Background: an optimization exercise with open tools, aiming at small area, a short achievable clock period and few clock cycles. Do not read the settings as production practice.
In this exercise RTL edits were held to simulation tests only and were not proved equivalent to the original.
No activity file was given, so power comes from the tool's default toggle rates.

==> flow/design.v (outline; a module is shown in full before it is edited, if it fits) <==
// module mod_mult_m_14: 337 lines
// module flag_reg: 8 lines
// module fa_cell: 10 lines
// module pfx34: 173 lines
// module pfx17: 73 lines
// module systolic_mm: 109 lines
// module mod_red: 213 lines
module systolic_mm (
    input clk,
    input rst_n,
    input in_valid,
    input in_last,
    input [55:0] a_col,
    input [55:0] b_row,
    output reg out_valid,
    output reg [55:0] out_data
);
  // ...
==> flow/run.sh <==
#!/bin/bash
# synth_recipe.tcl (not shown) runs the flow's synth.tcl, then flattens the netlist and writes it again
# the make line also repeats each setting of config.mk as NAME=value (left out here)
make -C /OpenROAD-flow-scripts/flow DESIGN_CONFIG=/design/flow/config.mk WORK_HOME=/design/flow/orfs CLKGATE_MAP_FILE= SYNTH_SCRIPT=/design/flow/synth_recipe.tcl finish
==> flow/config.mk <==
export PLATFORM = sky130hd
export DESIGN_NAME = systolic_mm
export DESIGN_NICKNAME = systolic_mm
export VERILOG_FILES = /design/flow/design.v
export SDC_FILE = /design/flow/constraint.sdc
export NUM_CORES = 4
export LEC_CHECK = 0
export ABC_CLOCK_PERIOD_IN_PS = 3000
export CAP_MARGIN = 20
export CORE_MARGIN = 2
export CORE_UTILIZATION = 50
export CTS_CLUSTER_DIAMETER = 80
export CTS_CLUSTER_SIZE = 30
export SETUP_SLACK_MARGIN = 4.3
export SLEW_MARGIN = 20
export SYNTH_HIERARCHICAL = 1
export SYNTH_MINIMUM_KEEP_SIZE = 0
==> flow/constraint.sdc <==
create_clock -name core_clock -period 7.5 [get_ports {clk}]
set_input_delay 1.5000 -clock core_clock [delete_from_list [all_inputs] [get_ports {clk}]]
set_output_delay 1.5000 -clock core_clock [all_outputs]
set_load 0.01 [all_outputs]
==> flow_summary.json, run 1 <==
{
  "status": "complete, no violations",
  "whs_endpoint": "a2_d1[4]",
  "stdcell_count": 18000,
  "grt_use_met1": 0.432,
  "clock_skew_ps": 57.3,
  "switching_power_mw": 41.2,
  "holdWs_ps": 322,
  "grt_overflow": 0,
  "multi_input_area_um2": 109000,
  "drc": 0,
  "start_kind": "register",
  "met2_usage": 0.516,
  "n_fill_cell": 26300,
  "n_antenna_cell": 11,
  "slew_viol_final": 0,
  "io_pins": 173,
  "drt-met1-wl_mm": 210,
  "synth_cells": 14100,
  "nonClkBufAreaFrac": 0.0572,
  "preCtsSetupSlack_ps": 3460,
  "cts.path.max_buffers": 4,
  "drtIter0Drc": 13100,
  "rows": 205,
  "end_kind": "register",
  "powerSeq_mw": 21.1,
  "crit_start": "g_red[0].u_red.u_fin_c.q[2]",
  "cp_top_family": "compound AO/OA/AOI/OAI gates",
  "setup_tns_ps": 0,
  "power_density_nw_per_um2": 518,
  "fin_crit_sh": 0.433
}
Testbench counts, summed over its fixed seeds: cycles 6,216.
==> module systolic_mm, before the edit <==
module systolic_mm (
    input clk,
    input rst_n,
    input in_valid,
    input in_last,
    input [55:0] a_col,
    input [55:0] b_row,
    output reg out_valid,
    output reg [55:0] out_data
);
function [20:0] booth_enc;
    input [13:0] a;
    reg [13:0] s;
    reg [14:0] x;
    integer k;
    begin
        s = a[13] ? a + 14'd4095 : a;     
        x = {s, 1'b0};
        for (k = 0; k < 7; k = k + 1) begin
            booth_enc[k]      = x[2*k+2];                                    
            booth_enc[7 + k]  = x[2*k+1] ^ x[2*k];                           
            booth_enc[14 + k] = (x[2*k+2] & ~x[2*k+1] & ~x[2*k]) |
                                (~x[2*k+2] & x[2*k+1] & x[2*k]);             
        end
    end
endfunction
wire [55:0] a_in = in_valid ? a_col : 56'd0;
reg  [20:0] e0_d0, e1_d1, e2_d2, e3_d3;    
reg  [13:0] a1_d0, a2_d0, a2_d1, a3_d0, a3_d1, a3_d2;    
reg  [55:0] b_d0, b_d1, b_d2, b_d3;        
reg         in_tile;        
reg  [3:0]  st_d;           
reg  [3:0]  ls_d;           
reg  [3:0]  rv;             
always @(posedge clk) begin
    e0_d0 <= booth_enc(a_in[13:0]);
    a1_d0 <= a_in[27:14];
    a2_d0 <= a_in[41:28];
    a3_d0 <= a_in[55:42];
    e1_d1 <= booth_enc(a1_d0);
    a2_d1 <= a2_d0;
    e2_d2 <= booth_enc(a2_d1);
    a3_d1 <= a3_d0;
    a3_d2 <= a3_d1;
    e3_d3 <= booth_enc(a3_d2);
    b_d0  <= b_row;
    b_d1  <= b_d0;
    b_d2  <= b_d1;
    b_d3  <= b_d2;
end
wire st_in = in_valid & !in_tile;
always @(posedge clk or negedge rst_n) begin
    if (!rst_n) begin
        in_tile   <= 1'b0;
        st_d      <= 4'd0;
        ls_d      <= 4'd0;
        rv        <= 4'd0;
        out_valid <= 1'b0;
    end else begin
        if (in_valid)
            in_tile <= !in_last;
        st_d      <= {st_d[2:0], st_in};
        ls_d      <= {ls_d[2:0], in_valid & in_last};
        rv        <= {rv[2:0], |ls_d};
        out_valid <= rv[3];
    end
end
wire [20:0] e_row [0:3];
assign e_row[0] = e0_d0;
assign e_row[1] = e1_d1;
assign e_row[2] = e2_d2;
assign e_row[3] = e3_d3;
wire [55:0] b_row_d [0:3];
assign b_row_d[0] = b_d0;
assign b_row_d[1] = b_d1;
assign b_row_d[2] = b_d2;
assign b_row_d[3] = b_d3;
wire [3:0] st_pe = {st_d[2:0], st_in};
wire [33:0] acc_s [0:3][0:3];
wire [33:0] acc_c [0:3][0:3];
genvar gi, gj;
generate
    for (gi = 0; gi < 4; gi = gi + 1) begin : g_row
        for (gj = 0; gj < 4; gj = gj + 1) begin : g_col
            mod_mult_m_14 u_mac (
                .clk(clk),
                .st(st_pe[gi]),
                .e(e_row[gi]),
                .b(b_row_d[gi][gj*14 +: 14]),
                .acc_s(acc_s[gi][gj]),
                .acc_c(acc_c[gi][gj])
            );
        end
    end
endgenerate
wire [13:0] res [0:3];
generate
    for (gj = 0; gj < 4; gj = gj + 1) begin : g_red
        mod_red u_red (
            .clk(clk),
            .ls(ls_d),
            .acc_s({acc_s[3][gj], acc_s[2][gj], acc_s[1][gj], acc_s[0][gj]}),
            .acc_c({acc_c[3][gj], acc_c[2][gj], acc_c[1][gj], acc_c[0][gj]}),
            .res(res[gj])
        );
    end
endgenerate
always @(*) out_data = {res[3], res[2], res[1], res[0]};
endmodule
==> module mod_red, before the edit <==
module mod_red (
    input  wire         clk,
    input  wire [3:0]   ls,           
    input  wire [135:0] acc_s,        
    input  wire [135:0] acc_c,
    output reg  [13:0]  res
);
wire [3:0] fin_s, fin_c;
flag_reg #(.W(4)) u_fin_s (.clk(clk), .d(ls), .q(fin_s));
flag_reg #(.W(4)) u_fin_c (.clk(clk), .d(ls), .q(fin_c));
function [13:0] lut0;       
    input [3:0] v;
    reg [223:0] tbl;
    begin
        tbl = {14'd12269, 14'd8174, 14'd4079, 14'd12273, 14'd8178, 14'd4083, 14'd12277, 14'd8182, 14'd4087, 14'd12281, 14'd8186, 14'd4091, 14'd12285, 14'd8190, 14'd4095, 14'd0};
        lut0 = tbl[v * 14 +: 14];
    end
endfunction
function [13:0] lut1;       
    input [3:0] v;
    reg [223:0] tbl;
    begin
        tbl = {14'd11969, 14'd7894, 14'd3819, 14'd12033, 14'd7958, 14'd3883, 14'd12097, 14'd8022, 14'd3947, 14'd12161, 14'd8086, 14'd4011, 14'd12225, 14'd8150, 14'd4075, 14'd0};
        lut1 = tbl[v * 14 +: 14];
    end
endfunction
function [13:0] lut2;       
    input [3:0] v;
    reg [223:0] tbl;
    begin
        tbl = {14'd7169, 14'd3414, 14'd11948, 14'd8193, 14'd4438, 14'd683, 14'd9217, 14'd5462, 14'd1707, 14'd10241, 14'd6486, 14'd2731, 14'd11265, 14'd7510, 14'd3755, 14'd0};
        lut2 = tbl[v * 14 +: 14];
    end
endfunction
function [13:0] lut3;       
    input [3:0] v;
    reg [223:0] tbl;
    begin
        tbl = {14'd4103, 14'd5468, 14'd6833, 14'd8198, 14'd9563, 14'd10928, 14'd4, 14'd1369, 14'd2734, 14'd4099, 14'd5464, 14'd6829, 14'd8194, 14'd9559, 14'd10924, 14'd0};
        lut3 = tbl[v * 14 +: 14];
    end
endfunction
function [13:0] lut4;       
    input [3:0] v;
    reg [223:0] tbl;
    begin
        tbl = {14'd9551, 14'd6813, 14'd4075, 14'd1337, 14'd10888, 14'd8150, 14'd5412, 14'd2674, 14'd6877, 14'd4139, 14'd1401, 14'd10952, 14'd8214, 14'd5476, 14'd2738, 14'd0};
        lut4 = tbl[v * 14 +: 14];
    end
endfunction
function [13:0] final_red;
    input [16:0] t;
    reg [159:0] rk_tbl;
    reg [111:0] neg_tbl;
    reg [4:0] rk;               
    reg [3:0] lo;               
    reg [8:0] mid;              
    reg [1:0] hi;               
    begin
        rk_tbl = {5'd10, 5'd10, 5'd25, 5'd9, 5'd9, 5'd24, 5'd8, 5'd8, 5'd23, 5'd15, 5'd7, 5'd22, 5'd14, 5'd6, 5'd21, 5'd13, 5'd5, 5'd20, 5'd12, 5'd4, 5'd19, 5'd11, 5'd3, 5'd18, 5'd10, 5'd2, 5'd17, 5'd9, 5'd1, 5'd16, 5'd8, 5'd0};
        neg_tbl = {14'd12288, 14'd12287, 14'd12286, 14'd12285, 14'd12284, 14'd12283, 14'd0, 14'd0};
        rk = rk_tbl[t[16:12] * 5 +: 5];
        lo = {1'b0, t[2:0]} - {1'b0, rk[2:0]};
        mid = lo[3] ? t[11:3] - 9'd1 : t[11:3];
        hi = (lo[3] && t[11:3] == 9'd0) ? rk[4:3] - 2'd1 : rk[4:3];
        if (lo[3] && t[11:3] == 9'd0 && rk[4:3] == 2'd0)
            final_red = neg_tbl[lo[2:0] * 14 +: 14];     
        else
            final_red = {hi, mid, lo[2:0]};
    end
endfunction
wire [33:0] xs = ({34{fin_s[0]}} & acc_s[33:0])   | ({34{fin_s[1]}} & acc_s[67:34]) |
                 ({34{fin_s[2]}} & acc_s[101:68]) | ({34{fin_s[3]}} & acc_s[135:102]);
wire [33:0] xc = ({34{fin_c[0]}} & acc_c[33:0])   | ({34{fin_c[1]}} & acc_c[67:34]) |
                 ({34{fin_c[2]}} & acc_c[101:68]) | ({34{fin_c[3]}} & acc_c[135:102]);
wire [33:0] xa_p = xs ^ xc;
wire [33:0] xa_g = xs & xc;
wire [33:0] xa_c;
pfx34 u_xa (.g(xa_g), .p(xa_p), .c(xa_c));
wire [33:0] xa = xa_p ^ {xa_c[32:0], 1'b0};
reg [33:0] x_r;
wire [13:0] l0 = lut0(x_r[17:14]);
wire [13:0] l1 = lut1(x_r[21:18]);
wire [13:0] l2 = lut2(x_r[25:22]);
wire [13:0] l3 = lut3(x_r[29:26]);
wire [13:0] l4 = lut4(x_r[33:30]);
wire f1, f2;
fa_cell u_f1 (.a(x_r[0]), .b(l0[0]), .c(l1[0]), .s(f1), .co(f2));
wire f3, f4;
fa_cell u_f3 (.a(x_r[1]), .b(l0[1]), .c(l1[1]), .s(f3), .co(f4));
wire f5 = l2[1] ^ l3[1];
wire f6 = l2[1] & l3[1];
wire f7, f8;
fa_cell u_f7 (.a(x_r[2]), .b(l0[2]), .c(l1[2]), .s(f7), .co(f8));
wire f9, f10;
fa_cell u_f9 (.a(l2[2]), .b(l3[2]), .c(l4[2]), .s(f9), .co(f10));
wire f11, f12;
fa_cell u_f11 (.a(x_r[3]), .b(l0[3]), .c(l1[3]), .s(f11), .co(f12));
wire f13, f14;
fa_cell u_f13 (.a(l2[3]), .b(l3[3]), .c(l4[3]), .s(f13), .co(f14));
wire f15, f16;
fa_cell u_f15 (.a(x_r[4]), .b(l0[4]), .c(l1[4]), .s(f15), .co(f16));
wire f17, f18;
fa_cell u_f17 (.a(l2[4]), .b(l3[4]), .c(l4[4]), .s(f17), .co(f18));
wire f19, f20;
fa_cell u_f19 (.a(x_r[5]), .b(l0[5]), .c(l1[5]), .s(f19), .co(f20));
wire f21, f22;
fa_cell u_f21 (.a(l2[5]), .b(l3[5]), .c(l4[5]), .s(f21), .co(f22));
wire f23, f24;
fa_cell u_f23 (.a(x_r[6]), .b(l0[6]), .c(l1[6]), .s(f23), .co(f24));
wire f25, f26;
fa_cell u_f25 (.a(l2[6]), .b(l3[6]), .c(l4[6]), .s(f25), .co(f26));
wire f27, f28;
fa_cell u_f27 (.a(x_r[7]), .b(l0[7]), .c(l1[7]), .s(f27), .co(f28));
wire f29, f30;
fa_cell u_f29 (.a(l2[7]), .b(l3[7]), .c(l4[7]), .s(f29), .co(f30));
wire f31, f32;
fa_cell u_f31 (.a(x_r[8]), .b(l0[8]), .c(l1[8]), .s(f31), .co(f32));
wire f33, f34;
fa_cell u_f33 (.a(l2[8]), .b(l3[8]), .c(l4[8]), .s(f33), .co(f34));
wire f35, f36;
fa_cell u_f35 (.a(x_r[9]), .b(l0[9]), .c(l1[9]), .s(f35), .co(f36));
wire f37, f38;
fa_cell u_f37 (.a(l2[9]), .b(l3[9]), .c(l4[9]), .s(f37), .co(f38));
wire f39, f40;
fa_cell u_f39 (.a(x_r[10]), .b(l0[10]), .c(l1[10]), .s(f39), .co(f40));
wire f41, f42;
fa_cell u_f41 (.a(l2[10]), .b(l3[10]), .c(l4[10]), .s(f41), .co(f42));
wire f43, f44;
fa_cell u_f43 (.a(x_r[11]), .b(l0[11]), .c(l1[11]), .s(f43), .co(f44));
wire f45, f46;
fa_cell u_f45 (.a(l2[11]), .b(l3[11]), .c(l4[11]), .s(f45), .co(f46));
wire f47, f48;
fa_cell u_f47 (.a(x_r[12]), .b(l0[12]), .c(l1[12]), .s(f47), .co(f48));
wire f49, f50;
fa_cell u_f49 (.a(l2[12]), .b(l3[12]), .c(l4[12]), .s(f49), .co(f50));
wire f51, f52;
fa_cell u_f51 (.a(x_r[13]), .b(l0[13]), .c(l1[13]), .s(f51), .co(f52));
wire f53, f54;
fa_cell u_f53 (.a(l2[13]), .b(l3[13]), .c(l4[13]), .s(f53), .co(f54));
wire f55 = l2[0] ^ l3[0];
wire f56 = l2[0] & l3[0];
wire f57, f58;
fa_cell u_f57 (.a(l4[1]), .b(f5), .c(f2), .s(f57), .co(f58));
wire f59, f60;
fa_cell u_f59 (.a(f6), .b(f4), .c(f7), .s(f59), .co(f60));
wire f61, f62;
fa_cell u_f61 (.a(f8), .b(f10), .c(f11), .s(f61), .co(f62));
wire f63, f64;
fa_cell u_f63 (.a(f12), .b(f14), .c(f15), .s(f63), .co(f64));
wire f65, f66;
fa_cell u_f65 (.a(f16), .b(f18), .c(f19), .s(f65), .co(f66));
wire f67, f68;
fa_cell u_f67 (.a(f20), .b(f22), .c(f23), .s(f67), .co(f68));
wire f69, f70;
fa_cell u_f69 (.a(f24), .b(f26), .c(f27), .s(f69), .co(f70));
wire f71, f72;
fa_cell u_f71 (.a(f28), .b(f30), .c(f31), .s(f71), .co(f72));
wire f73, f74;
fa_cell u_f73 (.a(f32), .b(f34), .c(f35), .s(f73), .co(f74));
wire f75, f76;
fa_cell u_f75 (.a(f36), .b(f38), .c(f39), .s(f75), .co(f76));
wire f77, f78;
fa_cell u_f77 (.a(f40), .b(f42), .c(f43), .s(f77), .co(f78));
wire f79, f80;
fa_cell u_f79 (.a(f44), .b(f46), .c(f47), .s(f79), .co(f80));
wire f81, f82;
fa_cell u_f81 (.a(f48), .b(f50), .c(f51), .s(f81), .co(f82));
wire f83 = l4[0] ^ f55;
wire f84 = l4[0] & f55;
wire f85, f86;
fa_cell u_f85 (.a(f56), .b(f3), .c(f57), .s(f85), .co(f86));
wire f87, f88;
fa_cell u_f87 (.a(f9), .b(f58), .c(f59), .s(f87), .co(f88));
wire f89, f90;
fa_cell u_f89 (.a(f13), .b(f60), .c(f61), .s(f89), .co(f90));
wire f91, f92;
fa_cell u_f91 (.a(f17), .b(f62), .c(f63), .s(f91), .co(f92));
wire f93, f94;
fa_cell u_f93 (.a(f21), .b(f64), .c(f65), .s(f93), .co(f94));
wire f95, f96;
fa_cell u_f95 (.a(f25), .b(f66), .c(f67), .s(f95), .co(f96));
wire f97, f98;
fa_cell u_f97 (.a(f29), .b(f68), .c(f69), .s(f97), .co(f98));
wire f99, f100;
fa_cell u_f99 (.a(f33), .b(f70), .c(f71), .s(f99), .co(f100));
wire f101, f102;
fa_cell u_f101 (.a(f37), .b(f72), .c(f73), .s(f101), .co(f102));
wire f103, f104;
fa_cell u_f103 (.a(f41), .b(f74), .c(f75), .s(f103), .co(f104));
wire f105, f106;
fa_cell u_f105 (.a(f45), .b(f76), .c(f77), .s(f105), .co(f106));
wire f107, f108;
fa_cell u_f107 (.a(f49), .b(f78), .c(f79), .s(f107), .co(f108));
wire f109, f110;
fa_cell u_f109 (.a(f53), .b(f80), .c(f81), .s(f109), .co(f110));
wire f111, f112;
fa_cell u_f111 (.a(f52), .b(f54), .c(f82), .s(f111), .co(f112));
reg [16:0] f0_r, f1_r;
wire [16:0] ta_p = f0_r ^ f1_r;
wire [16:0] ta_g = f0_r & f1_r;
wire [16:0] ta_c;
pfx17 u_ta (.g(ta_g), .p(ta_p), .c(ta_c));
wire [16:0] ta = ta_p ^ {ta_c[15:0], 1'b0};
reg [16:0] t_r;
always @(posedge clk) begin
    x_r  <= xa;
    f0_r <= {1'b0, f112, f111, f109, f107, f105, f103, f101, f99, f97, f95, f93, f91, f89, f87, f85, f83};
    f1_r <= {1'b0, 1'b0, f110, f108, f106, f104, f102, f100, f98, f96, f94, f92, f90, f88, f86, f84, f1};
    t_r  <= ta;
    res  <= final_red(t_r);
end
endmodule
==> run 2, diff against run 1 <==
--- a/flow/design.v
+++ b/flow/design.v
@@ -601,2 +601,146 @@
 endmodule
+module pfx14 (
+    input  wire [13:0] g,
+    input  wire [13:0] p,
+    output wire [13:0] c
+);
+wire G0_1 = g[1] | (p[1] & g[0]);
+wire P0_1 = p[1] & p[0];
+wire G0_3 = g[3] | (p[3] & g[2]);
+wire P0_3 = p[3] & p[2];
+wire G0_5 = g[5] | (p[5] & g[4]);
+wire P0_5 = p[5] & p[4];
+wire G0_7 = g[7] | (p[7] & g[6]);
+wire P0_7 = p[7] & p[6];
+wire G0_9 = g[9] | (p[9] & g[8]);
+wire P0_9 = p[9] & p[8];
+wire G0_11 = g[11] | (p[11] & g[10]);
+wire P0_11 = p[11] & p[10];
+wire G0_13 = g[13] | (p[13] & g[12]);
+wire P0_13 = p[13] & p[12];
+wire G1_2 = g[2] | (p[2] & G0_1);
+wire P1_2 = p[2] & P0_1;
+wire G1_3 = G0_3 | (P0_3 & G0_1);
+wire P1_3 = P0_3 & P0_1;
+wire G1_6 = g[6] | (p[6] & G0_5);
+wire P1_6 = p[6] & P0_5;
+wire G1_7 = G0_7 | (P0_7 & G0_5);
+wire P1_7 = P0_7 & P0_5;
+wire G1_10 = g[10] | (p[10] & G0_9);
+wire P1_10 = p[10] & P0_9;
+wire G1_11 = G0_11 | (P0_11 & G0_9);
+wire P1_11 = P0_11 & P0_9;
+wire G2_4 = g[4] | (p[4] & G1_3);
+wire P2_4 = p[4] & P1_3;
+wire G2_5 = G0_5 | (P0_5 & G1_3);
+wire P2_5 = P0_5 & P1_3;
+wire G2_6 = G1_6 | (P1_6 & G1_3);
+wire P2_6 = P1_6 & P1_3;
+wire G2_7 = G1_7 | (P1_7 & G1_3);
+wire P2_7 = P1_7 & P1_3;
+wire G2_12 = g[12] | (p[12] & G1_11);
+wire P2_12 = p[12] & P1_11;
+wire G2_13 = G0_13 | (P0_13 & G1_11);
+wire P2_13 = P0_13 & P1_11;
+wire G3_8 = g[8] | (p[8] & G2_7);
+wire P3_8 = p[8] & P2_7;
+wire G3_9 = G0_9 | (P0_9 & G2_7);
+wire P3_9 = P0_9 & P2_7;
+wire G3_10 = G1_10 | (P1_10 & G2_7);
+wire P3_10 = P1_10 & P2_7;
+wire G3_11 = G1_11 | (P1_11 & G2_7);
+wire P3_11 = P1_11 & P2_7;
+wire G3_12 = G2_12 | (P2_12 & G2_7);
+wire P3_12 = P2_12 & P2_7;
+wire G3_13 = G2_13 | (P2_13 & G2_7);
+wire P3_13 = P2_13 & P2_7;
+assign c = {G3_13, G3_12, G3_11, G3_10, G3_9, G3_8, G2_7, G2_6, G2_5, G2_4, G1_3, G1_2, G0_1, g[0]};
+endmodule
+module pfx20 (
+    input  wire [19:0] g,
+    input  wire [19:0] p,
+    output wire [19:0] c
+);
+wire G0_1 = g[1] | (p[1] & g[0]);
+wire P0_1 = p[1] & p[0];
+wire G0_3 = g[3] | (p[3] & g[2]);
+wire P0_3 = p[3] & p[2];
+wire G0_5 = g[5] | (p[5] & g[4]);
+wire P0_5 = p[5] & p[4];
+wire G0_7 = g[7] | (p[7] & g[6]);
+wire P0_7 = p[7] & p[6];
+wire G0_9 = g[9] | (p[9] & g[8]);
+wire P0_9 = p[9] & p[8];
+wire G0_11 = g[11] | (p[11] & g[10]);
+wire P0_11 = p[11] & p[10];
+wire G0_13 = g[13] | (p[13] & g[12]);
+wire P0_13 = p[13] & p[12];
+wire G0_15 = g[15] | (p[15] & g[14]);
+wire P0_15 = p[15] & p[14];
+wire G0_17 = g[17] | (p[17] & g[16]);
+wire P0_17 = p[17] & p[16];
+wire G0_19 = g[19] | (p[19] & g[18]);
+wire P0_19 = p[19] & p[18];
+wire G1_2 = g[2] | (p[2] & G0_1);
+wire P1_2 = p[2] & P0_1;
+wire G1_3 = G0_3 | (P0_3 & G0_1);
+wire P1_3 = P0_3 & P0_1;
+wire G1_6 = g[6] | (p[6] & G0_5);
+wire P1_6 = p[6] & P0_5;
+wire G1_7 = G0_7 | (P0_7 & G0_5);
+wire P1_7 = P0_7 & P0_5;
+wire G1_10 = g[10] | (p[10] & G0_9);
+wire P1_10 = p[10] & P0_9;
+wire G1_11 = G0_11 | (P0_11 & G0_9);
+wire P1_11 = P0_11 & P0_9;
+wire G1_14 = g[14] | (p[14] & G0_13);
+wire P1_14 = p[14] & P0_13;
+wire G1_15 = G0_15 | (P0_15 & G0_13);
+wire P1_15 = P0_15 & P0_13;
+wire G1_18 = g[18] | (p[18] & G0_17);
+wire P1_18 = p[18] & P0_17;
+wire G1_19 = G0_19 | (P0_19 & G0_17);
+wire P1_19 = P0_19 & P0_17;
+wire G2_4 = g[4] | (p[4] & G1_3);
+wire P2_4 = p[4] & P1_3;
+wire G2_5 = G0_5 | (P0_5 & G1_3);
+wire P2_5 = P0_5 & P1_3;
+wire G2_6 = G1_6 | (P1_6 & G1_3);
+wire P2_6 = P1_6 & P1_3;
+wire G2_7 = G1_7 | (P1_7 & G1_3);
+wire P2_7 = P1_7 & P1_3;
+wire G2_12 = g[12] | (p[12] & G1_11);
+wire P2_12 = p[12] & P1_11;
+wire G2_13 = G0_13 | (P0_13 & G1_11);
+wire P2_13 = P0_13 & P1_11;
+wire G2_14 = G1_14 | (P1_14 & G1_11);
+wire P2_14 = P1_14 & P1_11;
+wire G2_15 = G1_15 | (P1_15 & G1_11);
+wire P2_15 = P1_15 & P1_11;
+wire G3_8 = g[8] | (p[8] & G2_7);
+wire P3_8 = p[8] & P2_7;
+wire G3_9 = G0_9 | (P0_9 & G2_7);
+wire P3_9 = P0_9 & P2_7;
+wire G3_10 = G1_10 | (P1_10 & G2_7);
+wire P3_10 = P1_10 & P2_7;
+wire G3_11 = G1_11 | (P1_11 & G2_7);
+wire P3_11 = P1_11 & P2_7;
+wire G3_12 = G2_12 | (P2_12 & G2_7);
+wire P3_12 = P2_12 & P2_7;
+wire G3_13 = G2_13 | (P2_13 & G2_7);
+wire P3_13 = P2_13 & P2_7;
+wire G3_14 = G2_14 | (P2_14 & G2_7);
+wire P3_14 = P2_14 & P2_7;
+wire G3_15 = G2_15 | (P2_15 & G2_7);
+wire P3_15 = P2_15 & P2_7;
+wire G4_16 = g[16] | (p[16] & G3_15);
+wire P4_16 = p[16] & P3_15;
+wire G4_17 = G0_17 | (P0_17 & G3_15);
+wire P4_17 = P0_17 & P3_15;
+wire G4_18 = G1_18 | (P1_18 & G3_15);
+wire P4_18 = P1_18 & P3_15;
+wire G4_19 = G1_19 | (P1_19 & G3_15);
+wire P4_19 = P1_19 & P3_15;
+assign c = {G4_19, G4_18, G4_17, G4_16, G3_15, G3_14, G3_13, G3_12, G3_11, G3_10, G3_9, G3_8, G2_7, G2_6, G2_5, G2_4, G1_3, G1_2, G0_1, g[0]};
+endmodule
 module systolic_mm (
@@ -628,3 +772,15 @@
 wire [55:0] a_in = in_valid ? a_col : 56'd0;
-reg  [20:0] e0_d0, e1_d1, e2_d2, e3_d3;    
+wire [20:0] e0_d0a, e1_d1a, e2_d2a, e3_d3a, e0_d0b, e1_d1b, e2_d2b, e3_d3b;
+wire [20:0] enc0 = booth_enc(a_in[13:0]);
+wire [20:0] enc1 = booth_enc(a1_d0);
+wire [20:0] enc2 = booth_enc(a2_d1);
+wire [20:0] enc3 = booth_enc(a3_d2);
+flag_reg #(.W(21)) u_e0_d0a (.clk(clk), .d(enc0), .q(e0_d0a));
+flag_reg #(.W(21)) u_e0_d0b (.clk(clk), .d(enc0), .q(e0_d0b));
+flag_reg #(.W(21)) u_e1_d1a (.clk(clk), .d(enc1), .q(e1_d1a));
+flag_reg #(.W(21)) u_e1_d1b (.clk(clk), .d(enc1), .q(e1_d1b));
+flag_reg #(.W(21)) u_e2_d2a (.clk(clk), .d(enc2), .q(e2_d2a));
+flag_reg #(.W(21)) u_e2_d2b (.clk(clk), .d(enc2), .q(e2_d2b));
+flag_reg #(.W(21)) u_e3_d3a (.clk(clk), .d(enc3), .q(e3_d3a));
+flag_reg #(.W(21)) u_e3_d3b (.clk(clk), .d(enc3), .q(e3_d3b));
 reg  [13:0] a1_d0, a2_d0, a2_d1, a3_d0, a3_d1, a3_d2;    
@@ -636,3 +792,2 @@
 always @(posedge clk) begin
-    e0_d0 <= booth_enc(a_in[13:0]);
     a1_d0 <= a_in[27:14];
@@ -640,8 +795,5 @@
     a3_d0 <= a_in[55:42];
-    e1_d1 <= booth_enc(a1_d0);
     a2_d1 <= a2_d0;
-    e2_d2 <= booth_enc(a2_d1);
     a3_d1 <= a3_d0;
     a3_d2 <= a3_d1;
-    e3_d3 <= booth_enc(a3_d2);
     b_d0  <= b_row;
@@ -668,7 +820,12 @@
 end
-wire [20:0] e_row [0:3];
-assign e_row[0] = e0_d0;
-assign e_row[1] = e1_d1;
-assign e_row[2] = e2_d2;
-assign e_row[3] = e3_d3;
+wire [20:0] e_row_a [0:3];
+wire [20:0] e_row_b [0:3];
+assign e_row_a[0] = e0_d0a;
+assign e_row_a[1] = e1_d1a;
+assign e_row_a[2] = e2_d2a;
+assign e_row_a[3] = e3_d3a;
+assign e_row_b[0] = e0_d0b;
+assign e_row_b[1] = e1_d1b;
+assign e_row_b[2] = e2_d2b;
+assign e_row_b[3] = e3_d3b;
 wire [55:0] b_row_d [0:3];
@@ -688,3 +845,3 @@
                 .st(st_pe[gi]),
-                .e(e_row[gi]),
+                .e(gj < 2 ? e_row_a[gi] : e_row_b[gi]),
                 .b(b_row_d[gi][gj*14 +: 14]),
@@ -717,5 +874,14 @@
 );
-wire [3:0] fin_s, fin_c;
-flag_reg #(.W(4)) u_fin_s (.clk(clk), .d(ls), .q(fin_s));
-flag_reg #(.W(4)) u_fin_c (.clk(clk), .d(ls), .q(fin_c));
+wire [3:0] fin_sl, fin_sh, fin_cl, fin_ch;
+flag_reg #(.W(4)) u_fin_sl (.clk(clk), .d(ls), .q(fin_sl));
+flag_reg #(.W(4)) u_fin_sh (.clk(clk), .d(ls), .q(fin_sh));
+flag_reg #(.W(4)) u_fin_cl (.clk(clk), .d(ls), .q(fin_cl));
+flag_reg #(.W(4)) u_fin_ch (.clk(clk), .d(ls), .q(fin_ch));
+function [16:0] sel4;            
+    input [3:0] f;
+    input [16:0] r0, r1, r2, r3;
+    begin
+        sel4 = ({17{f[0]}} & r0) | ({17{f[1]}} & r1) | ({17{f[2]}} & r2) | ({17{f[3]}} & r3);
+    end
+endfunction
 function [13:0] lut0;       
@@ -770,3 +936,3 @@
         rk_tbl = {5'd10, 5'd10, 5'd25, 5'd9, 5'd9, 5'd24, 5'd8, 5'd8, 5'd23, 5'd15, 5'd7, 5'd22, 5'd14, 5'd6, 5'd21, 5'd13, 5'd5, 5'd20, 5'd12, 5'd4, 5'd19, 5'd11, 5'd3, 5'd18, 5'd10, 5'd2, 5'd17, 5'd9, 5'd1, 5'd16, 5'd8, 5'd0};
-        neg_tbl = {14'd12288, 14'd12287, 14'd12286, 14'd12285, 14'd12284, 14'd12283, 14'd0, 14'd0};
+        neg_tbl = {14'd12288, 14'd12287, 14'd12286, 14'd12285, 14'd12284, 14'd12283, 14'd12282, 14'd0};
         rk = rk_tbl[t[16:12] * 5 +: 5];
@@ -781,11 +947,19 @@
 endfunction
-wire [33:0] xs = ({34{fin_s[0]}} & acc_s[33:0])   | ({34{fin_s[1]}} & acc_s[67:34]) |
-                 ({34{fin_s[2]}} & acc_s[101:68]) | ({34{fin_s[3]}} & acc_s[135:102]);
-wire [33:0] xc = ({34{fin_c[0]}} & acc_c[33:0])   | ({34{fin_c[1]}} & acc_c[67:34]) |
-                 ({34{fin_c[2]}} & acc_c[101:68]) | ({34{fin_c[3]}} & acc_c[135:102]);
-wire [33:0] xa_p = xs ^ xc;
-wire [33:0] xa_g = xs & xc;
-wire [33:0] xa_c;
-pfx34 u_xa (.g(xa_g), .p(xa_p), .c(xa_c));
-wire [33:0] xa = xa_p ^ {xa_c[32:0], 1'b0};
+wire [33:0] xs = {sel4(fin_sh, acc_s[33:17], acc_s[67:51], acc_s[101:85], acc_s[135:119]),
+                  sel4(fin_sl, acc_s[16:0], acc_s[50:34], acc_s[84:68], acc_s[118:102])};
+wire [33:0] xc = {sel4(fin_ch, acc_c[33:17], acc_c[67:51], acc_c[101:85], acc_c[135:119]),
+                  sel4(fin_cl, acc_c[16:0], acc_c[50:34], acc_c[84:68], acc_c[118:102])};
+wire [13:0] xa0_p = xs[13:0] ^ xc[13:0];
+wire [13:0] xa0_g = xs[13:0] & xc[13:0];
+wire [13:0] xa0_c;
+pfx14 u_xa0 (.g(xa0_g), .p(xa0_p), .c(xa0_c));
+wire [13:0] xa0 = xa0_p ^ {xa0_c[12:0], 1'b0};
+wire [19:0] xa14_p = xs[33:14] ^ xc[33:14];
+wire [19:0] xa14_g = xs[33:14] & xc[33:14];
+wire [19:0] xa14_c;
+pfx20 u_xa14 (.g(xa14_g), .p(xa14_p), .c(xa14_c));
+wire [19:0] xa14 = xa14_p ^ {xa14_c[18:0], 1'b0};
+wire [33:0] xa = {xa14, xa0};
+wire [0:0] xcy = xa0_c[13];      
+reg [0:0] cy_r;
 reg [33:0] x_r;
@@ -878,32 +1052,34 @@
 fa_cell u_f81 (.a(f48), .b(f50), .c(f51), .s(f81), .co(f82));
-wire f83 = l4[0] ^ f55;
-wire f84 = l4[0] & f55;
-wire f85, f86;
-fa_cell u_f85 (.a(f56), .b(f3), .c(f57), .s(f85), .co(f86));
+wire f83 = cy_r[0] ^ f52;
+wire f84 = cy_r[0] & f52;
+wire f85 = l4[0] ^ f55;
+wire f86 = l4[0] & f55;
 wire f87, f88;
-fa_cell u_f87 (.a(f9), .b(f58), .c(f59), .s(f87), .co(f88));
+fa_cell u_f87 (.a(f56), .b(f3), .c(f57), .s(f87), .co(f88));
 wire f89, f90;
-fa_cell u_f89 (.a(f13), .b(f60), .c(f61), .s(f89), .co(f90));
+fa_cell u_f89 (.a(f9), .b(f58), .c(f59), .s(f89), .co(f90));
 wire f91, f92;
-fa_cell u_f91 (.a(f17), .b(f62), .c(f63), .s(f91), .co(f92));
+fa_cell u_f91 (.a(f13), .b(f60), .c(f61), .s(f91), .co(f92));
 wire f93, f94;
-fa_cell u_f93 (.a(f21), .b(f64), .c(f65), .s(f93), .co(f94));
+fa_cell u_f93 (.a(f17), .b(f62), .c(f63), .s(f93), .co(f94));
 wire f95, f96;
-fa_cell u_f95 (.a(f25), .b(f66), .c(f67), .s(f95), .co(f96));
+fa_cell u_f95 (.a(f21), .b(f64), .c(f65), .s(f95), .co(f96));
 wire f97, f98;
-fa_cell u_f97 (.a(f29), .b(f68), .c(f69), .s(f97), .co(f98));
+fa_cell u_f97 (.a(f25), .b(f66), .c(f67), .s(f97), .co(f98));
 wire f99, f100;
-fa_cell u_f99 (.a(f33), .b(f70), .c(f71), .s(f99), .co(f100));
+fa_cell u_f99 (.a(f29), .b(f68), .c(f69), .s(f99), .co(f100));
 wire f101, f102;
-fa_cell u_f101 (.a(f37), .b(f72), .c(f73), .s(f101), .co(f102));
+fa_cell u_f101 (.a(f33), .b(f70), .c(f71), .s(f101), .co(f102));
 wire f103, f104;
-fa_cell u_f103 (.a(f41), .b(f74), .c(f75), .s(f103), .co(f104));
+fa_cell u_f103 (.a(f37), .b(f72), .c(f73), .s(f103), .co(f104));
 wire f105, f106;
-fa_cell u_f105 (.a(f45), .b(f76), .c(f77), .s(f105), .co(f106));
+fa_cell u_f105 (.a(f41), .b(f74), .c(f75), .s(f105), .co(f106));
 wire f107, f108;
-fa_cell u_f107 (.a(f49), .b(f78), .c(f79), .s(f107), .co(f108));
+fa_cell u_f107 (.a(f45), .b(f76), .c(f77), .s(f107), .co(f108));
 wire f109, f110;
-fa_cell u_f109 (.a(f53), .b(f80), .c(f81), .s(f109), .co(f110));
+fa_cell u_f109 (.a(f49), .b(f78), .c(f79), .s(f109), .co(f110));
 wire f111, f112;
-fa_cell u_f111 (.a(f52), .b(f54), .c(f82), .s(f111), .co(f112));
+fa_cell u_f111 (.a(f53), .b(f80), .c(f81), .s(f111), .co(f112));
+wire f113, f114;
+fa_cell u_f113 (.a(f54), .b(f83), .c(f82), .s(f113), .co(f114));
 reg [16:0] f0_r, f1_r;
@@ -917,4 +1093,5 @@
     x_r  <= xa;
-    f0_r <= {1'b0, f112, f111, f109, f107, f105, f103, f101, f99, f97, f95, f93, f91, f89, f87, f85, f83};
-    f1_r <= {1'b0, 1'b0, f110, f108, f106, f104, f102, f100, f98, f96, f94, f92, f90, f88, f86, f84, f1};
+    cy_r <= xcy;
+    f0_r <= {1'b0, f84, f113, f111, f109, f107, f105, f103, f101, f99, f97, f95, f93, f91, f89, f87, f85};
+    f1_r <= {1'b0, f114, f112, f110, f108, f106, f104, f102, f100, f98, f96, f94, f92, f90, f88, f86, f1};
     t_r  <= ta;
--- a/flow/config.mk
+++ b/flow/config.mk
@@ -11,5 +11,3 @@
 export CORE_UTILIZATION = 50
-export CTS_CLUSTER_DIAMETER = 80
-export CTS_CLUSTER_SIZE = 30
-export SETUP_SLACK_MARGIN = 4.3
+export SETUP_SLACK_MARGIN = 4.25
 export SLEW_MARGIN = 20
==> flow_summary.json, run 2 <==
{
  "path_max_fanout": 17,
  "p_leak_nw": 68.2,
  "finalPower_mw": 92.2,
  "vdd_drop_max_mv": 0.311,
  "cts_sinks": 2065,
  "start_kind": "register",
  "ant_nets": 0,
  "power_density_nw_per_um2": 547,
  "numCtsBuffers": 239,
  "post-route-util": 0.537,
  "nets": 16600,
  "die-area_um2": 320000,
  "worst_pin_slew_ps": 1170,
  "end_kind": "register",
  "cts_tree": "done",
  "ff2ff_setup_slack_ps": 4190,
  "whs_endpoint": "a2_d1[13]",
  "seqPwrFrac": 0.248,
  "wire_per_inst_um": 28.0,
  "core_area_um2": 314000,
  "fin_crit_sh": 0.441,
  "syn_area_per_cell_um2": 11.2,
  "slew_viol_final": 0,
  "min_path_type": "register to register",
  "worstSetupPathType": "register to register",
  "drtIter0Drc": 11600,
  "n_fill_cell": 27100,
  "drc": 0,
  "place_hpwl_mm": 363,
  "drt_wl_total_mm": 500,
  "cp.required_ps": 8260,
  "ys_warn_count": 12,
  "setup_tns_ps": 0,
  "final_common_cell": "fa_1",
  "min_period_ps": 3310,
  "vias": 108000,
  "finalSetupViolations": 0,
  "track_usage": 0.309,
  "slew_headroom": 0.217,
  "dr.pass1.iters": 7,
  "path_clk_slew_ps": 70,
  "r2r_cells": 8,
  "r2r-end": "g_red[0].u_red.x_r[26]",
  "postCtsHoldBufs": 0,
  "top_regs": "g_row.g_col.u_mac.acc_c x544, g_row.g_col.u_mac.acc_s x544, g_red.u_red.x_r x136",
  "p_comb_frac": 0.612,
  "cts_htree_levels": 4,
  "start_util": 0.502,
  "r2r-start": "g_red[0].u_red.u_fin_cl.q[0]",
  "finalWorstSetupSlack_ps": 4190,
  "gp_congestion": 0.965,
  "hold_depth": 0,
  "layout-drive-gt1-share": 0.0983,
  "pwr-share-clk": 0.140,
  "clock_skew_ps": 71.3,
  "grt_pass1_vias": 114000,
  "preCtsSetupSlack_ps": 3470,
  "fmax_mhz": 302,
  "antenna_found_initial": 40,
  "clock-root-buffer": "clkbuf_16",
  "die_w_um": 566,
  "min_from": "a2_d0[13]",
  "die_y_um": 566,
  "syn_nets": 17200,
  "grt_first_pass_wirelength_mm": 747,
  "rsz0062_at_grt": "yes",
  "status": "complete, no violations",
  "seq_area_um2": 41900,
  "rows": 206,
  "arrival_ps": 4070,
  "grt_start_max_net_pins": 65,
  "cts.path.max_buffers": 4,
  "final_cell_mix": "fa_1, a22oi_1, xnor2_1",
  "maxCapViolations": 0,
  "internal-power_mw": 50.6,
  "io_buffers": 172,
  "grt_overflow": 0,
  "io_pins": 173,
  "finalHoldViolations": 0,
  "netlist_area_um2": 158000,
  "swShare": 0.451,
  "synth_cells": 14100,
  "avgViaCountPerCell": 6.02,
  "areaGrowthSynthToFinish_pct": 6.89,
  "multi_input_area_um2": 107000,
  "switching_power_mw": 41.6,
  "clk_latency_ps": 960
}
-- run 2: changes by cell type in the layout (fill, tap and decap cells not counted), sizes merged, moves of 24 or more --
cell	previous run	this run
dfxtp	1928	2052
a21oi	222	198
inv	577	523
nand2	772	692
nor3	48	24
clkbuf	204	309
bufinv	5	41
clkinv	23	53
buf	478	208
o21ai	255	215
-- run 2: through the flow --
step | instances | instance area (um^2) | hold WS [ps]
6_report | 17900 | 169000 | 278
5_1_grt | 17900 | 169000 | 303
4_1_cts | 17800 | 168000 | 284
3_5_place_dp | 17400 | 159000 | 312
3_3_place_gp | 17400 | 159000 | 313
2_1_floorplan | 14100 | 158000 | 310
-- run 2: worst max-delay path: stages, from the launching register on --
cell,delay (ps)
dfxtp_1,550
a22oi_1,610
nand2_1,110
ha_1,350
and3_1,170
a22oi_1,280
o21bai_1,190
a21o_1,240
xor2_1,600
-- run 2: power by group through the flow --
stage	Combinational (mW)	Sequential, mW	Clock (mW)
after floorplan	41.8	19.4	0
after global placement	53.8	22.6	0
after detailed placement	56.0	22.6	0
after CTS	56.5	22.5	13.1
after global routing	64.5	23.2	13.5
final	56.4	22.9	12.9
-- run 2: how the worst max path moves through the flow --
stage                                              to                    startpoint  slack (ps)
finish                         g_red[0].u_red.x_r[26]  g_red[0].u_red.u_fin_cl.q[0]        4190
global route                   g_red[1].u_red.x_r[13]  g_red[1].u_red.u_fin_sl.q[0]        4220
CTS                 g_row[2].g_col[2].u_mac.acc_s[16]                      b_d2[37]        4240
detailed placement                     u_e0_d0a.q[19]                     a_col[13]        3470
global placement                       u_e0_d0a.q[19]                     a_col[13]        3460
floorplan                              u_e0_d0a.q[19]                     a_col[13]        4280
-- run 2: area by class of cell --
type,instances,area share
multi-input combinational,10300,0.636
sequential,2065,0.248
clock buffer,308,0.0397
tap,4160,0.0308
timing repair buffer,380,0.0217
clock inverter,131,0.0116
inverter,510,0.0113
antenna,14,0.000208
-- run 2: timing repair --
action                     CTS  global route
buffers inserted            13             1
gates resized for setup    288           312
setup endpoints to repair  404           314
pin swaps                    3             2
-- run 2: per-layer routing --
metal / vias up / track usage / share of wire
met5: - / 0.00104 / 0.00069
met4: 28 / 0.0820 / 0.027
met3: 845 / 0.128 / 0.13
met2: 5569 / 0.421 / 0.40
met1: 55100 / 0.447 / 0.44
li1: 46000 / - / -
Testbench counts of run 2, summed over its fixed seeds: cycles 6,216.
==> run 3, diff against run 2 <==
==> flow/flow/run.sh (new file) <==
#!/bin/bash
set -euo pipefail
export BUFFER_PORTS_ARGS="-buffer_cell sky130_fd_sc_hd__buf_4"
bash standard.sh finish > standard_flow.log 2>&1
==> flow/standard.sh (new file) <==
#!/bin/bash
# synth_recipe.tcl (not shown) runs the flow's synth.tcl, then flattens the netlist and writes it again
# the make line also repeats each setting of config.mk as NAME=value (left out here)
make -C /OpenROAD-flow-scripts/flow DESIGN_CONFIG=/design/flow/config.mk WORK_HOME=/design/flow/orfs CLKGATE_MAP_FILE= SYNTH_SCRIPT=/design/flow/synth_recipe.tcl "${@:-finish}"
removed: flow/run.sh
==> flow_summary.json, run 3 <==
{
  "wire_per_inst_um": 27.9,
  "ant_nets": 0,
  "met2_usage": 0.418,
  "clk_latency_ps": 960,
  "io_buffers": 172,
  "crit_chain": "a22oi_1 > nand2_1 > ha_1 > a21oi_2 > o22ai_2 > a41o_1 > a31o_1 > xor2_1",
  "crit_path_top_delay_cell": "a22oi_1",
  "min_period_ps": 3300,
  "n_fill_cell": 27100,
  "path_max_fanout": 17,
  "fin_area_um2": 168000,
  "antenna_found_initial": 28,
  "worstSetupPathType": "register to register",
  "clock_skew_ps": 84.3,
  "avgViaCountPerCell": 6.06,
  "final_common_cell": "fa_1",
  "path_buf_inv": 0,
  "finalHoldViolations": 0,
  "maxCapViolations": 0,
  "top_regs": "g_row.g_col.u_mac.acc_c x544, g_row.g_col.u_mac.acc_s x544, g_red.u_red.x_r x136",
  "finalPower_mw": 91.9,
  "track_usage": 0.309,
  "grt_first_pass_wirelength_mm": 749,
  "grt_overflow": 0,
  "cp.required_ps": 8270,
  "synth_cells": 14100,
  "end_kind": "register",
  "core_area_um2": 314000,
  "holdWs_ps": 319,
  "final_cell_mix": "fa_1, a22oi_1, xnor2_1",
  "busiest_layer": "met1",
  "finalSetupViolations": 0,
  "start_kind": "register",
  "vias": 108000,
  "die_w_um": 566,
  "p_leak_nw": 68.3,
  "die_y_um": 566,
  "drtIter0Drc": 12100,
  "setup_tns_ps": 0,
  "drc": 0,
  "areaGrowthSynthToFinish_pct": 6.56,
  "arrival_ps": 4070,
  "grt_use_met1": 0.449,
  "start_util": 0.502,
  "ys_warn_count": 12,
  "cts_htree_levels": 4,
  "cts_sinks": 2065,
  "place_hpwl_mm": 363,
  "die-area_um2": 320000,
  "grt_pass1_vias": 115000,
  "postCtsHoldBufs": 0,
  "placed_cell_area_um2": 158000,
  "syn_area_per_cell_um2": 11.2,
  "cts_tree": "done",
  "vdd_drop_max_mv": 0.366,
  "path_clk_slew_ps": 70,
  "slew_headroom": 0.231,
  "dr.pass1.iters": 9,
  "status": "complete, no violations",
  "worst_pin_slew_ps": 1150,
  "slew_viol_final": 0,
  "clock-root-buffer": "clkbuf_16",
  "cts.path.max_buffers": 4,
  "grt_start_max_net_pins": 65,
  "netlist_area_um2": 158000,
  "syn_nets": 17200,
  "cpPeakStageDelay_ps": 920,
  "met3_usage": 0.126,
  "rsz0062_at_grt": "yes",
  "layout-drive-gt1-share": 0.109,
  "post-route-util": 0.535,
  "fmax_mhz": 303,
  "drt_wl_total_mm": 499,
  "io_pins": 173,
  "nets": 16600,
  "gp_congestion": 0.977,
  "power_density_nw_per_um2": 546,
  "rows": 206,
  "min_path_type": "register to register",
  "cp_top_family": "compound AO/OA/AOI/OAI gates",
  "fin_crit_sh": 0.440,
  "numCtsBuffers": 239
}
[run 3: metal layers]
layer | wire length (um) | share of wire
met5 | 142 | 0.00028
met4 | 13200 | 0.026
met3 | 68400 | 0.14
met2 | 199000 | 0.40
met1 | 218000 | 0.44
[run 3: cell type report]
class                   count  area, um^2  share of cell area
clock buffers             297        6620              0.0394
multi-input cells       10300      107000               0.638
inverters                 510        1910              0.0114
repair buffers            387        3440              0.0205
flip-flops and latches   2065       41900               0.249
clock inverters           145        1860              0.0110
well taps                4160        5200              0.0309
diodes                     20        50.0            0.000297
[run 3: where the power goes]
| part | switching (mW) | internal [mW] | total, mW |
|---|---|---|---|
| sequential | 5.42 | 17.4 | 22.8 |
| combinational | 31.0 | 25.4 | 56.4 |
| clock | 5.22 | 7.41 | 12.6 |
| total | 41.6 | 50.3 | 91.9 |
[run 3: path summary, 6_finish.rpt]
path	slack, ps	startpoint	depth (start not counted)	end
worst max-delay path	4200	g_red[3].u_red.u_fin_cl.q[0]	8	g_red[3].u_red.x_r[11]
worst min-delay path	320	a2_d0[6]	0	a2_d1[6]
worst max register to register	4200	g_red[3].u_red.u_fin_cl.q[0]	8	g_red[3].u_red.x_r[11]
worst min register to register	320	a2_d0[6]	0	a2_d1[6]
max in group asynchronous	6810	rst_n	1	in_tile
min in group asynchronous	420	rst_n	1	out_valid
[run 3: timing repair]
item,CTS,global route
gates cloned,0,1
gates resized for setup,216,306
buffers inserted,15,0
pin swaps,4,2
endpoints found under the setup margin,319,305
[run 3: metrics by stage]
step           setup slack (ps)  cells
2_1_floorplan              4280  14100
3_3_place_gp               3990  17400
3_5_place_dp               3920  17400
4_1_cts                    4250  17900
5_1_grt                    4050  17900
6_report                   4200  17900
==> run 4, diff against run 3 <==
--- a/flow/config.mk
+++ b/flow/config.mk
@@ -11,3 +11,5 @@
 export CORE_UTILIZATION = 50
-export SETUP_SLACK_MARGIN = 4.25
+export CTS_CLUSTER_DIAMETER = 80
+export CTS_CLUSTER_SIZE = 30
+export SETUP_SLACK_MARGIN = 4.45
 export SLEW_MARGIN = 20
==> flow_summary.json, run 4 <==
{
  "status": "complete, no violations",
  "numCtsBuffers": 144,
  "vias": 110000,
  "path_max_fanout": 17,
  "final_common_cell": "fa_1",
  "power_density_nw_per_um2": 524,
  "finalPower_mw": 90.2,
  "clock-root-buffer": "clkbuf_16",
  "cts_htree_levels": 4,
  "start_kind": "register",
  "placed_cell_area_um2": 158000,
  "vdd_drop_max_mv": 0.329,
  "clock_skew_ps": 53.4,
  "ys_warn_count": 12,
  "p_leak_nw": 69.2,
  "fin_area_um2": 172000,
  "antenna_found_initial": 42,
  "swShare": 0.468,
  "postCtsHoldBufs": 0,
  "rsz0062_at_grt": "yes",
  "post-route-util": 0.548,
  "core_area_um2": 314000,
  "netlist_area_um2": 158000,
  "grt_first_pass_wirelength_mm": 752,
  "cts_tree": "done",
  "maxCapViolations": 0,
  "finalHoldViolations": 0,
  "setup_tns_ps": 0,
  "wire_per_inst_um": 29.7,
  "holdWs_ps": 322,
  "layout-drive-gt1-share": 0.140,
  "fmax_mhz": 319,
  "synth_cells": 14100,
  "final_cell_mix": "fa_1, a22oi_1, xnor2_1",
  "io_pins": 173,
  "switching_power_mw": 42.2,
  "die_y_um": 566,
  "place_hpwl_mm": 368,
  "grt_overflow": 0,
  "internal-power_mw": 48.0,
  "syn_area_per_cell_um2": 11.2,
  "avgViaCountPerCell": 6.16,
  "rows": 206,
  "cts.path.max_buffers": 4,
  "n_fill_cell": 26600,
  "worstSetupPathType": "register to register",
  "die-area_um2": 320000,
  "path_clk_slew_ps": 100,
  "io_buffers": 172,
  "grt_start_max_net_pins": 65,
  "multi_input_area_um2": 108000,
  "fin_crit_sh": 0.417,
  "top_regs": "g_row.g_col.u_mac.acc_c x544, g_row.g_col.u_mac.acc_s x544, g_red.u_red.x_r x136",
  "start_util": 0.502,
  "areaGrowthSynthToFinish_pct": 9.06,
  "syn_nets": 17200,
  "seq_area_um2": 42800,
  "pwr-share-clk": 0.104,
  "gp_congestion": 0.997,
  "finalSetupViolations": 0,
  "grt_pass1_vias": 114000,
  "drtIter0Drc": 12900,
  "worst_pin_slew_ps": 991,
  "seqPwrFrac": 0.258,
  "min_path_type": "register to register",
  "drt_wl_total_mm": 531,
  "slew_headroom": 0.337,
  "slew_viol_final": 0,
  "clk_latency_ps": 900,
  "nets": 16700,
  "p_comb_frac": 0.639,
  "cp.required_ps": 8240,
  "die_w_um": 566,
  "cts_sinks": 2065,
  "end_kind": "register",
  "drc": 0,
  "arrival_ps": 3870,
  "ant_nets": 0,
  "min_period_ps": 3130,
  "dr.pass1.iters": 6,
  "track_usage": 0.312
}
==> run 4: changes by cell type in the layout (fill, tap and decap cells not counted), sizes merged <==
cell      before  now
bufinv        32    3
clkinvlp      26    2
bufbuf         0    1
buf          386  461
diode         20   15
clkbuf       298  256
inv          528  572
clkinv        69   38
==> run 4: power groups by stage <==
stage / Combinational [mW] / Clock (mW) / Sequential [mW]
finish: 57.6 / 9.35 / 23.2
global route: 65.7 / 9.90 / 23.5
CTS: 56.5 / 9.52 / 22.6
detailed placement: 55.9 / 0 / 22.8
global placement: 53.4 / 0 / 22.8
floorplan: 41.8 / 0 / 19.4
==> run 4: worst paths after layout <==
| path | startpoint | endpoint | slack [ps] | depth (start not counted) |
|---|---|---|---|---|
| hold / removal | a3_d1[7] | a3_d2[7] | 320 | 0 |
| max in group asynchronous | rst_n | ls_d[1] | 6740 | 1 |
| setup reg to reg | g_red[0].u_red.u_fin_sl.q[0] | g_red[0].u_red.x_r[21] | 4370 | 9 |
| min in group asynchronous | rst_n | rv[3] | 480 | 1 |
| setup / recovery | g_red[0].u_red.u_fin_sl.q[0] | g_red[0].u_red.x_r[21] | 4370 | 9 |
| hold reg to reg | a3_d1[7] | a3_d2[7] | 320 | 0 |
==> run 4: metal layers <==
metal,track usage,routed length [um],vias up,part of all wire
li1,-,-,46200,-
met1,0.456,224000,56600,0.42
met2,0.424,217000,6350,0.41
met3,0.128,73800,887,0.14
met4,0.0783,15900,16,0.030
met5,0,93,-,0.00018
==> run 4: layout make-up <==
class,instances,area share
clock inverter,105,0.00957
multi-input combinational,10300,0.630
antenna,15,0.000218
inverter,510,0.0111
sequential,2065,0.248
timing repair buffer,564,0.0484
tap,4160,0.0302
clock buffer,154,0.0223
==> run 4: what timing repair did <==
action	4_1_cts	5_1_grt
pin swaps	6	186
resized for setup	656	1006
buffers inserted	20	75
endpoints found under the setup margin	611	406
cloned	1	95
==> run 4: critical path, cell delays in order, from the launching register on <==
cell      delay [ps]
dfxtp_2          490
a22oi_1          530
nand2_1          120
ha_1             330
a21o_1           230
a22oi_1          300
nand2b_1         140
a21o_1           220
a21o_1           180
xor2_1           450
==> run 4: stage by stage <==
stage / cells / setup slack [ps]
detailed placement: 17400 / 3860
global route: 17900 / 4340
floorplan: 14100 / 4330
finish: 17900 / 4370
CTS: 17700 / 4380
global placement: 17400 / 3940
==> run 5, diff against run 4 <==
--- a/flow/config.mk
+++ b/flow/config.mk
@@ -10,5 +10,6 @@
 export CORE_MARGIN = 2
-export CORE_UTILIZATION = 50
+export CORE_UTILIZATION = 60
 export CTS_CLUSTER_DIAMETER = 80
 export CTS_CLUSTER_SIZE = 30
+export PLACE_DENSITY = 0.68
 export SETUP_SLACK_MARGIN = 4.45
==> flow_summary.json, run 5 <==
{
  "status": "complete, no violations",
  "path_clk_slew_ps": 100,
  "top_regs": "g_row.g_col.u_mac.acc_c x544, g_row.g_col.u_mac.acc_s x544, g_red.u_red.x_r x136",
  "post-route-util": 0.652,
  "power_density_nw_per_um2": 528,
  "ant_nets": 0,
  "postCtsHoldBufs": 0,
  "dr.pass1.iters": 10,
  "preCtsSetupSlack_ps": 3880,
  "p_leak_nw": 68.8,
  "gp_congestion": 1.05,
  "slew_viol_final": 0,
  "slew_headroom": 0.269,
  "cts_htree_levels": 4,
  "syn_area_per_cell_um2": 11.2,
  "io_pins": 173,
  "cts_tree": "done",
  "crit_path_top_delay_cell": "xor2_1",
  "final_cell_mix": "fa_1, a22oi_1, xnor2_1",
  "antenna_found_initial": 44,
  "netlist_area_um2": 158000,
  "worst_pin_slew_ps": 1100,
  "end_kind": "register",
  "grt_first_pass_wirelength_mm": 746,
  "path_max_fanout": 17,
  "drtIter0Drc": 13900,
  "finalSetupViolations": 0,
  "final_common_cell": "fa_1",
  "grt_pass1_vias": 113000,
  "clk_latency_ps": 850,
  "drc": 0,
  "core_area_um2": 262000,
  "layout-drive-gt1-share": 0.139,
  "fin_crit_sh": 0.409,
  "min_period_ps": 3070,
  "grt_start_max_net_pins": 65,
  "fin_area_um2": 171000,
  "placed_cell_area_um2": 157000,
  "avgViaCountPerCell": 6.48,
  "nets": 16700,
  "track_usage": 0.377,
  "io_buffers": 172,
  "stdcell_count": 17200,
  "grt_overflow": 0,
  "die_w_um": 517,
  "finalHoldViolations": 0,
  "holdWs_ps": 323,
  "finalWorstSetupSlack_ps": 4430,
  "setup_tns_ps": 0,
  "clock_skew_ps": 39.8,
  "place_hpwl_mm": 366,
  "drt_wl_total_mm": 530,
  "cpPeakStageDelay_ps": 570,
  "ys_warn_count": 12,
  "critPathMostFrequentCell": "a21o_1",
  "finalPower_mw": 90.1,
  "rows": 188,
  "vdd_drop_max_mv": 0.305,
  "cp.required_ps": 8150,
  "synth_cells": 14100,
  "arrival_ps": 3720,
  "start_util": 0.603,
  "fmax_mhz": 326,
  "cts_sinks": 2065,
  "min_path_type": "register to register",
  "die-area_um2": 267000,
  "wire_per_inst_um": 30.8,
  "cts.path.max_buffers": 3,
  "crit_chain": "a22oi_1 > nand2_1 > ha_1 > a21o_1 > a21o_1 > a221oi_1 > nand3_1 > xor2_1",
  "clock-root-buffer": "clkbuf_16",
  "numCtsBuffers": 134,
  "place_inst": 16800,
  "vias": 112000,
  "areaGrowthSynthToFinish_pct": 8.13,
  "worstSetupPathType": "register to register",
  "rsz0062_at_grt": "yes",
  "die_y_um": 517,
  "maxCapViolations": 0,
  "syn_nets": 17200,
  "start_kind": "register"
}
## run 5: area by class of cell
cell class                      count  area, um^2
Antenna cell                       26        65.1
Clock buffer                      155        3700
Clock inverter                     90        1200
Fill cell                       20100       91300
Inverter                          510        1910
Multi-Input combinational cell  10300      108000
Sequential cell                  2065       42700
Tap cell                         3515        4400
Timing Repair Buffer              562        8220
## run 5: worst max-delay path: cells and delay by family (launching register included)
family | cells | cell delay (ps)
xor+xnor | 1 | 570
fa+ha+maj | 1 | 390
flops | 1 | 480
simple gates | 2 | 270
compound gates | 4 | 1170
## run 5: power breakdown
group / switching [mW] / leakage [nW] / total (mW) / internal (mW)
Combinational: 31.7 / 48.9 / 58.0 / 26.3
Clock: 4.73 / 2.37 / 8.66 / 3.92
Sequential: 6.08 / 17.6 / 23.5 / 17.4
Total: 42.5 / 68.8 / 90.1 / 47.6
## run 5: timing repair
item / in CTS / in global routing
pin swaps: 5 / 152
buffers inserted: 19 / 87
endpoints found under the setup margin: 625 / 416
cloned: 1 / 90
gates resized for setup: 628 / 1013
## run 5: worst paths after layout
| check | from | end | slack (ps) | cells after the start |
|---|---|---|---|---|
| max | g_red[1].u_red.u_fin_sh.q[2] | g_red[1].u_red.x_r[30] | 4430 | 8 |
| max reg2reg | g_red[1].u_red.u_fin_sh.q[2] | g_red[1].u_red.x_r[30] | 4430 | 8 |
| min in group asynchronous | rst_n | out_valid | 530 | 1 |
| max in group asynchronous | rst_n | in_tile | 6730 | 1 |
| min reg2reg | a2_d0[11] | a2_d1[11] | 320 | 0 |
| min | a2_d0[11] | a2_d1[11] | 320 | 0 |
## run 5: layer usage
layer | part of all wire | track usage | up-vias
met1 | 0.40 | 0.535 | 56700
li1 | - | - | 46200
met5 | 0.00031 | 0 | -
met3 | 0.17 | 0.193 | 1155
met4 | 0.036 | 0.0989 | 26
met2 | 0.40 | 0.502 | 7561
==> run 6, diff against run 5 <==
--- a/flow/config.mk
+++ b/flow/config.mk
@@ -10,7 +10,6 @@
 export CORE_MARGIN = 2
-export CORE_UTILIZATION = 60
+export CORE_UTILIZATION = 50
 export CTS_CLUSTER_DIAMETER = 80
 export CTS_CLUSTER_SIZE = 30
-export PLACE_DENSITY = 0.68
-export SETUP_SLACK_MARGIN = 4.45
+export SETUP_SLACK_MARGIN = 4.5
 export SLEW_MARGIN = 20
==> flow_summary.json, run 6 <==
{
  "status": "complete, no violations",
  "worstSetupPathType": "register to register",
  "p_leak_nw": 71.8,
  "cts.path.max_buffers": 4,
  "start_util": 0.502,
  "post-route-util": 0.571,
  "crit_chain": "a22oi_1 > nand2_1 > ha_1 > and4_1 > and4_1 > a21oi_1 > a21boi_1 > xor2_2",
  "hold_depth": 0,
  "switching_power_mw": 43.5,
  "track_usage": 0.327,
  "cpPeakStageDelay_ps": 610,
  "holdWs_ps": 334,
  "drc": 0,
  "grt_pass1_vias": 114000,
  "gp_congestion": 0.990,
  "syn_area_per_cell_um2": 11.2,
  "areaGrowthSynthToFinish_pct": 13.7,
  "worst-path-stages": 8,
  "r2r_cells": 8,
  "ant_nets": 0,
  "final_common_cell": "fa_1",
  "pwr-share-clk": 0.100,
  "antenna_found_initial": 54,
  "path_clk_slew_ps": 100,
  "critPathMostFrequentCell": "and4_1",
  "drtIter0Drc": 14700,
  "finalHoldViolations": 0,
  "n_fill_cell": 25800,
  "finalSetupViolations": 0,
  "netlist_area_um2": 158000,
  "maxCapViolations": 0,
  "vias": 113000,
  "start_kind": "register",
  "finalPower_mw": 92.6,
  "min_period_ps": 3110,
  "clock-root-buffer": "clkbuf_16",
  "clk_latency_ps": 910,
  "path_max_fanout": 17,
  "ff2ff_setup_slack_ps": 4390,
  "min_path_type": "register to register",
  "rows": 206,
  "cts_sinks": 2065,
  "io_buffers": 172,
  "finalWorstSetupSlack_ps": 4390,
  "cp.required_ps": 8230,
  "path_buf_inv": 0,
  "final_cell_mix": "fa_1, xnor2_1, a22oi_1",
  "syn_nets": 17200,
  "internal-power_mw": 49.1,
  "place_hpwl_mm": 374,
  "io_pins": 173,
  "min_from": "a3_d1[4]",
  "arrival_ps": 3840,
  "power_density_nw_per_um2": 516,
  "die_w_um": 566,
  "worst_pin_slew_ps": 1100,
  "slew_headroom": 0.263,
  "core_area_um2": 314000,
  "setup_tns_ps": 0,
  "grt_start_max_net_pins": 65,
  "r2r-start": "g_red[0].u_red.u_fin_cl.q[0]",
  "swShare": 0.470,
  "fmax_mhz": 321,
  "end_kind": "register",
  "fin_area_um2": 179000,
  "placed_cell_area_um2": 158000,
  "top_regs": "g_row.g_col.u_mac.acc_c x544, g_row.g_col.u_mac.acc_s x544, g_red.u_red.x_r x136",
  "postCtsHoldBufs": 0,
  "grt_first_pass_wirelength_mm": 782,
  "slew_viol_final": 0,
  "seqPwrFrac": 0.253,
  "avgViaCountPerCell": 6.23,
  "die_y_um": 566,
  "preCtsSetupSlack_ps": 3830,
  "drt_wl_total_mm": 565,
  "ys_warn_count": 12,
  "rsz0062_at_grt": "yes",
  "cts_htree_levels": 4,
  "dr.pass1.iters": 7,
  "place_inst": 17400,
  "fin_crit_sh": 0.415,
  "clock_skew_ps": 76.3,
  "die-area_um2": 320000,
  "nets": 17000,
  "whs_endpoint": "a3_d2[4]",
  "wire_per_inst_um": 31.1,
  "cp_top_family": "compound AO/OA/AOI/OAI gates",
  "numCtsBuffers": 146,
  "p_comb_frac": 0.646,
  "synth_cells": 14100,
  "r2r-end": "g_red[0].u_red.x_r[13]",
  "stdcell_count": 18200,
  "vdd_drop_max_mv": 0.297,
  "grt_overflow": 0,
  "layout-drive-gt1-share": 0.207,
  "crit_path_top_delay_cell": "a22oi_1",
  "cts_tree": "done"
}
==> run 6: cell count changes in the layout (fill, tap and decap cells not counted), sizes merged, moves of 3 or more <==
cell and delta:
buf +222, bufbuf +31, clkbuf +17, diode +16, clkinv +11, inv +3
==> run 6: metal layers <==
layer,vias up,part of all wire,GRT usage
met3,1221,0.14,0.129
met1,57900,0.41,0.475
met5,-,0.00056,0
met2,7290,0.40,0.444
met4,46,0.043,0.0974
li1,46800,-,-
==> run 6: how the worst max path moves through the flow <==
stage / to / start / slack [ps]
floorplan: u_e0_d0a.q[17] / a_col[13] / 4330
global placement: g_row[3].g_col[1].u_mac.acc_s[13] / u_e3_d3a.q[8] / 3840
detailed placement: g_row[3].g_col[1].u_mac.acc_s[16] / u_e3_d3a.q[8] / 3830
CTS: out_valid / out_valid / 4430
global route: g_row[3].g_col[1].u_mac.acc_s[17] / u_e3_d3a.q[11] / 4350
finish: g_red[0].u_red.x_r[13] / g_red[0].u_red.u_fin_cl.q[0] / 4390
==> run 6: what timing repair did <==
| action | 4_1_cts | 5_1_grt |
|---|---|---|
| gates cloned | 46 | 113 |
| setup endpoints to repair | 685 | 473 |
| buffers inserted | 56 | 244 |
| pin swaps | 63 | 589 |
| resized for setup | 1148 | 1332 |
==> run 6: final cells by class <==
class                      count  area, um^2  area share
multi-input combinational  10300      112000       0.621
sequential                  2065       43100       0.240
timing repair buffer         830       12200      0.0680
tap                         4160        5200      0.0290
clock buffer                 157        3830      0.0213
inverter                     510        1920      0.0107
clock inverter               104        1610     0.00897
antenna                       42         105    0.000586
==> run 6: power groups by stage <==
| stage | clock network (mW) | registers [mW] | logic, mW |
|---|---|---|---|
| floorplan | 0 | 19.4 | 41.8 |
| global placement | 0 | 22.9 | 53.6 |
| detailed placement | 0 | 22.8 | 56.1 |
| CTS | 9.45 | 22.8 | 57.3 |
| global route | 9.82 | 23.7 | 67.7 |
| finish | 9.30 | 23.4 | 59.9 |

[what the ideal ports hide]
No port has a modelled driver above. Below, the same layouts with a new extraction and two added sets of constraints.
Step 1: set_driving_cell puts a clkbuf_16 on clk and a buf_2 on each other input, an assumption about the parent block.
Step 2 also shifts input and output timing later by t, the mid clock arrival at the registers, as if the neighbouring blocks saw the same clock.
Three values: ideal, step 1, step 2; two values: the first two.
run | t (ns) | setup WS [ns] | hold slack, ns | worst slew at a driven data input, ns
run 1 | 0.996 | 4.255 / 4.255 / 3.576 | 0.322 / 0.322 / 0.322 | 0.21
run 2 | 1.014 | 4.189 / 4.189 / 3.436 | 0.278 / 0.278 / 0.278 | 0.08
run 3 | 1.014 | 4.201 / 4.201 / 3.876 | 0.319 / 0.319 / 0.319 | 0.08
run 4 | 0.985 | 4.369 / 4.369 / 4.108 | 0.322 / 0.322 / 0.322 | 0.06
run 5 | 0.921 | 4.430 / 4.430 / 3.969 | 0.323 / 0.323 / 0.323 | 0.07
run 6 | 0.974 | 4.386 / 4.386 / 4.106 | 0.334 / 0.334 / 0.334 | 0.07
After both steps every run listed still meets setup and hold. For run 2, which loses most, drivers alone change the setup slack by 0.000 ns; drivers and shift together by -0.753 ns.
